Background: an optimization exercise with open tools, aiming at small area, a short achievable clock period and few clock cycles. Do not read the settings as production practice.

// Integrate
module Integrate(
input clock,
input reset,enter,
input [7:0]Nin,
input prog_we,
input [4:0]prog_addr,
input [7:0]prog_data,
output halt,
output [7:0]Nout,
output inwait
);
reg [7:0] mem [0:31];
reg [4:0] FA;       
reg [4:0] OA;       
reg [7:0] IR;       
reg       iok;      
reg [7:0] XI;       
reg       vX;       
reg [7:0] OPR;      
reg       tk;       
reg       ok;       
reg       inr;      
reg       started;  
reg [7:0] A;
reg       Z;        
wire [2:0] xop = XI[7:5];
wire [4:0] xa  = XI[4:0];
assign halt   = started & vX & (xop == 3'd7);
assign inwait = started & vX & (xop == 3'd4);
assign Nout   = A;
wire stall  = vX & ((xop == 3'd7) | ((xop == 3'd4) & ~(enter & started)));
wire xstore = vX & (xop == 3'd1) & reset;
reg [7:0] An;
reg       Zn;
wire [7:0] axo = A ^ OPR;
wire [7:0] aor = A | OPR;
wire       sum0 = (axo == {aor[6:0], 1'b0});
function [4:0] inc5;
	input [4:0] x;
  ...
==> module Integrate, before the edit <==
module Integrate(
input clock,
input reset,enter,
input [7:0]Nin,
input prog_we,
input [4:0]prog_addr,
input [7:0]prog_data,
output halt,
output [7:0]Nout,
output inwait
);
reg [7:0] mem [0:31];
reg [4:0] FA;       
reg [4:0] OA;       
reg [7:0] IR;       
reg       iok;      
reg [7:0] XI;       
reg       vX;       
reg [7:0] OPR;      
reg       tk;       
reg       ok;       
reg       inr;      
reg       started;  
reg [7:0] A;
reg       Z;        
wire [2:0] xop = XI[7:5];
wire [4:0] xa  = XI[4:0];
assign halt   = started & vX & (xop == 3'd7);
assign inwait = started & vX & (xop == 3'd4);
assign Nout   = A;
wire stall  = vX & ((xop == 3'd7) | ((xop == 3'd4) & ~(enter & started)));
wire xstore = vX & (xop == 3'd1) & reset;
reg [7:0] An;
reg       Zn;
wire [7:0] axo = A ^ OPR;
wire [7:0] aor = A | OPR;
wire       sum0 = (axo == {aor[6:0], 1'b0});
function [4:0] inc5;
	input [4:0] x;
	inc5 = {x[4] ^ (&x[3:0]), x[3] ^ (&x[2:0]), x[2] ^ (&x[1:0]), x[1] ^ x[0], ~x[0]};
endfunction
function c7;
	input [6:0] a, b;
	input ci;
	reg [6:0] g, p;
	integer i, j;
	begin
		g = a & b;
		p = a | b;
		g[0] = g[0] | (p[0] & ci);
		for (i = 0; i < 3; i = i + 1)
			for (j = 6; j >= (1 << i); j = j - 1) begin
				g[j] = g[j] | (p[j] & g[j - (1 << i)]);
				p[j] = p[j] & p[j - (1 << i)];
			end
		c7 = g[6];
	end
endfunction
wire       sadd = A[7] ^ OPR[7] ^ c7(A[6:0], OPR[6:0], 1'b0);
wire       ssub = A[7] ^ ~OPR[7] ^ c7(A[6:0], ~OPR[6:0], 1'b1);
reg        Sn;
always @* begin
	Sn = A[7];
	if (vX)
		case (xop)
		3'd0: Sn = OPR[7];
		3'd2: Sn = sadd;
		3'd3: Sn = ssub;
		3'd4: if (enter & started) Sn = Nin[7];
		default: ;
		endcase
end
always @* begin
	An = A;
	Zn = Z;
	if (vX)
		case (xop)
		3'd0: begin An = OPR; Zn = (OPR == 8'd0); end
		3'd2: begin An = A + OPR; Zn = sum0; end
		3'd3: begin An = A - OPR; Zn = (A == OPR); end
		3'd4: if (enter & started) begin An = Nin; Zn = (Nin == 8'd0); end
		default: ;
		endcase
end
wire [7:0] Oi    = tk ? OPR : IR;
wire       vO    = tk | iok;
wire [7:0] opnd  = (xstore && xa == OA) ? A : mem[OA];
wire [7:0] fword = (xstore && xa == FA) ? A : mem[FA];
wire       hzn   = vO & (Oi[7:5] == 3'd1) & (Oi[4:0] == FA);
wire       tkn   = vO & (((Oi[7:5] == 3'd5) & Zn) | ((Oi[7:5] == 3'd6) & ~Sn));
wire [4:0] OAn   = tkn ? opnd[4:0] : fword[4:0];
wire [4:0] FAn   = tkn ? inc5(Oi[4:0]) : (hzn ? FA : inc5(FA));
wire       wr0 = prog_we && prog_addr == 5'd0;
wire [7:0] w0 = wr0 ? prog_data : mem[0];
wire [7:0] w1 = (prog_we && prog_addr == 5'd1) ? prog_data : mem[1];
wire       cap = prog_we && inr && prog_addr == xa;
wire       ok_n = ~wr0 & (cap | (ok & inr));
wire [7:0] opr_p = cap ? prog_data : OPR;
wire       tk_p = ok_n & ((xop == 3'd5) | (xop == 3'd6));
wire       hz_p = ok_n & (xop == 3'd1) & (xa == 5'd1);
wire [4:0] waddr = prog_we ? prog_addr : xa;
wire [7:0] wdata = prog_we ? prog_data : A;
always @(posedge clock)
	if (prog_we | xstore)
		mem[waddr] <= wdata;
always @(posedge clock) begin
	inr <= ~reset;
	if (!reset) begin
		ok <= ok_n;
		OPR <= opr_p;
		XI <= w0;
		IR <= ok_n ? w1 : w0;
		vX <= ok_n;
		iok <= ~hz_p;
		tk <= tk_p;
		FA <= tk_p ? inc5(xa) : (ok_n & ~hz_p) ? 5'd2 : 5'd1;
		OA <= tk_p ? opr_p[4:0] : ok_n ? w1[4:0] : w0[4:0];
	end else if (!stall) begin
		IR <= fword;
		XI <= Oi;
		OPR <= opnd;
		vX <= vO;
		iok <= ~hzn;
		tk <= tkn;
		FA <= FAn;
		OA <= OAn;
	end
end
always @(posedge clock, negedge reset) begin
	if (!reset) begin
		started <= 1'b0;
		A <= 8'd0;
		Z <= 1'b1;
	end else begin
		started <= 1'b1;
		A <= An;
		Z <= Zn;
	end
end
endmodule
clock: 5.0 ns
lec_check: 0
cap_margin: 20
core_margin: 2
core_utilization: 40
setup_slack_margin: 2.0
slew_margin: 20
run.sh (not shown) runs the stock make flow with config.mk's settings and CLKGATE_MAP_FILE= SYNTH_SCRIPT=/design/flow/synth_recipe.tcl, a recipe that flattens the netlist after the stock synthesis.
The starting point passed the timing, DRC and antenna checks.
Next try:
--- a/flow/design.v
+++ b/flow/design.v
@@ -35,41 +35,6 @@
 wire [7:0] axo = A ^ OPR;
 wire [7:0] aor = A | OPR;
 wire       sum0 = (axo == {aor[6:0], 1'b0});
-function [4:0] inc5;
-	input [4:0] x;
-	inc5 = {x[4] ^ (&x[3:0]), x[3] ^ (&x[2:0]), x[2] ^ (&x[1:0]), x[1] ^ x[0], ~x[0]};
-endfunction
-function c7;
-	input [6:0] a, b;
-	input ci;
-	reg [6:0] g, p;
-	integer i, j;
-	begin
-		g = a & b;
-		p = a | b;
-		g[0] = g[0] | (p[0] & ci);
-		for (i = 0; i < 3; i = i + 1)
-			for (j = 6; j >= (1 << i); j = j - 1) begin
-				g[j] = g[j] | (p[j] & g[j - (1 << i)]);
-				p[j] = p[j] & p[j - (1 << i)];
-			end
-		c7 = g[6];
-	end
-endfunction
-wire       sadd = A[7] ^ OPR[7] ^ c7(A[6:0], OPR[6:0], 1'b0);
-wire       ssub = A[7] ^ ~OPR[7] ^ c7(A[6:0], ~OPR[6:0], 1'b1);
-reg        Sn;
-always @* begin
-	Sn = A[7];
-	if (vX)
-		case (xop)
-		3'd0: Sn = OPR[7];
-		3'd2: Sn = sadd;
-		3'd3: Sn = ssub;
-		3'd4: if (enter & started) Sn = Nin[7];
-		default: ;
-		endcase
-end
 always @* begin
 	An = A;
 	Zn = Z;
@@ -87,17 +52,16 @@
 wire [7:0] opnd  = (xstore && xa == OA) ? A : mem[OA];
 wire [7:0] fword = (xstore && xa == FA) ? A : mem[FA];
 wire       hzn   = vO & (Oi[7:5] == 3'd1) & (Oi[4:0] == FA);
-wire       tkn   = vO & (((Oi[7:5] == 3'd5) & Zn) | ((Oi[7:5] == 3'd6) & ~Sn));
+wire       tkn   = vO & (((Oi[7:5] == 3'd5) & Zn) | ((Oi[7:5] == 3'd6) & ~An[7]));
 wire [4:0] OAn   = tkn ? opnd[4:0] : fword[4:0];
-wire [4:0] FAn   = tkn ? inc5(Oi[4:0]) : (hzn ? FA : inc5(FA));
-wire       wr0 = prog_we && prog_addr == 5'd0;
-wire [7:0] w0 = wr0 ? prog_data : mem[0];
+wire [4:0] FAn   = tkn ? Oi[4:0] + 5'd1 : (hzn ? FA : FA + 5'd1);
+wire [7:0] w0 = (prog_we && prog_addr == 5'd0) ? prog_data : mem[0];
 wire [7:0] w1 = (prog_we && prog_addr == 5'd1) ? prog_data : mem[1];
-wire       cap = prog_we && inr && prog_addr == xa;
-wire       ok_n = ~wr0 & (cap | (ok & inr));
+wire       cap = prog_we && (prog_addr == w0[4:0]);
+wire       ok_n = cap | (ok & inr & ~(prog_we && prog_addr == 5'd0));
 wire [7:0] opr_p = cap ? prog_data : OPR;
-wire       tk_p = ok_n & ((xop == 3'd5) | (xop == 3'd6));
-wire       hz_p = ok_n & (xop == 3'd1) & (xa == 5'd1);
+wire       tk_p = ok_n & ((w0[7:5] == 3'd5) | (w0[7:5] == 3'd6));
+wire       hz_p = ok_n & (w0[7:5] == 3'd1) & (w0[4:0] == 5'd1);
 wire [4:0] waddr = prog_we ? prog_addr : xa;
 wire [7:0] wdata = prog_we ? prog_data : A;
 always @(posedge clock)
@@ -113,7 +77,7 @@
 		vX <= ok_n;
 		iok <= ~hz_p;
 		tk <= tk_p;
-		FA <= tk_p ? inc5(xa) : (ok_n & ~hz_p) ? 5'd2 : 5'd1;
+		FA <= tk_p ? w0[4:0] + 5'd1 : (ok_n & ~hz_p) ? 5'd2 : 5'd1;
 		OA <= tk_p ? opr_p[4:0] : ok_n ? w1[4:0] : w0[4:0];
 	end else if (!stall) begin
 		IR <= fword;
Outcome: The changed run ran to the end with no violations. Non-clock buffer count decreases by 45. Synthesized area is lower by 1.0%. Core utilization drops by 0.40 points. Via count decreases by 7.7%. Worst setup slack got worse by 0.60 ns.
No functional check of the RTL was part of any run of this note.

==> static timing again, ports no longer ideal <==
The results above use ideal ports. As a check the final layouts listed here were re-extracted and re-timed, cells and wires unchanged. Step 1 (the two cells are an assumption about what drives the block):
set clk [get_ports {clock}]
set_driving_cell -lib_cell sky130_fd_sc_hd__clkbuf_16 $clk
set_driving_cell -lib_cell sky130_fd_sc_hd__buf_2 [delete_from_list [all_inputs] $clk]
Step 2 also shifts input and output timing later by t, the mid clock arrival at the registers, as if the neighbouring blocks saw the same clock. Three values: no drivers, after step 1, after step 2; two values: the first two.
| run | t (ns) | slack for setup (ns) | pins driven straight from the clock port |
|---|---|---|---|
| the first run | 0.605 | 1.909 / 1.883 / 1.358 | 1 |
| the second run | 0.577 | 1.313 / 1.313 / 0.969 | 1 |
After both steps setup and hold are still met in every run listed. The setup slack of the first run, which loses most, moves by -0.026 ns with the drivers and by -0.551 ns with both steps.
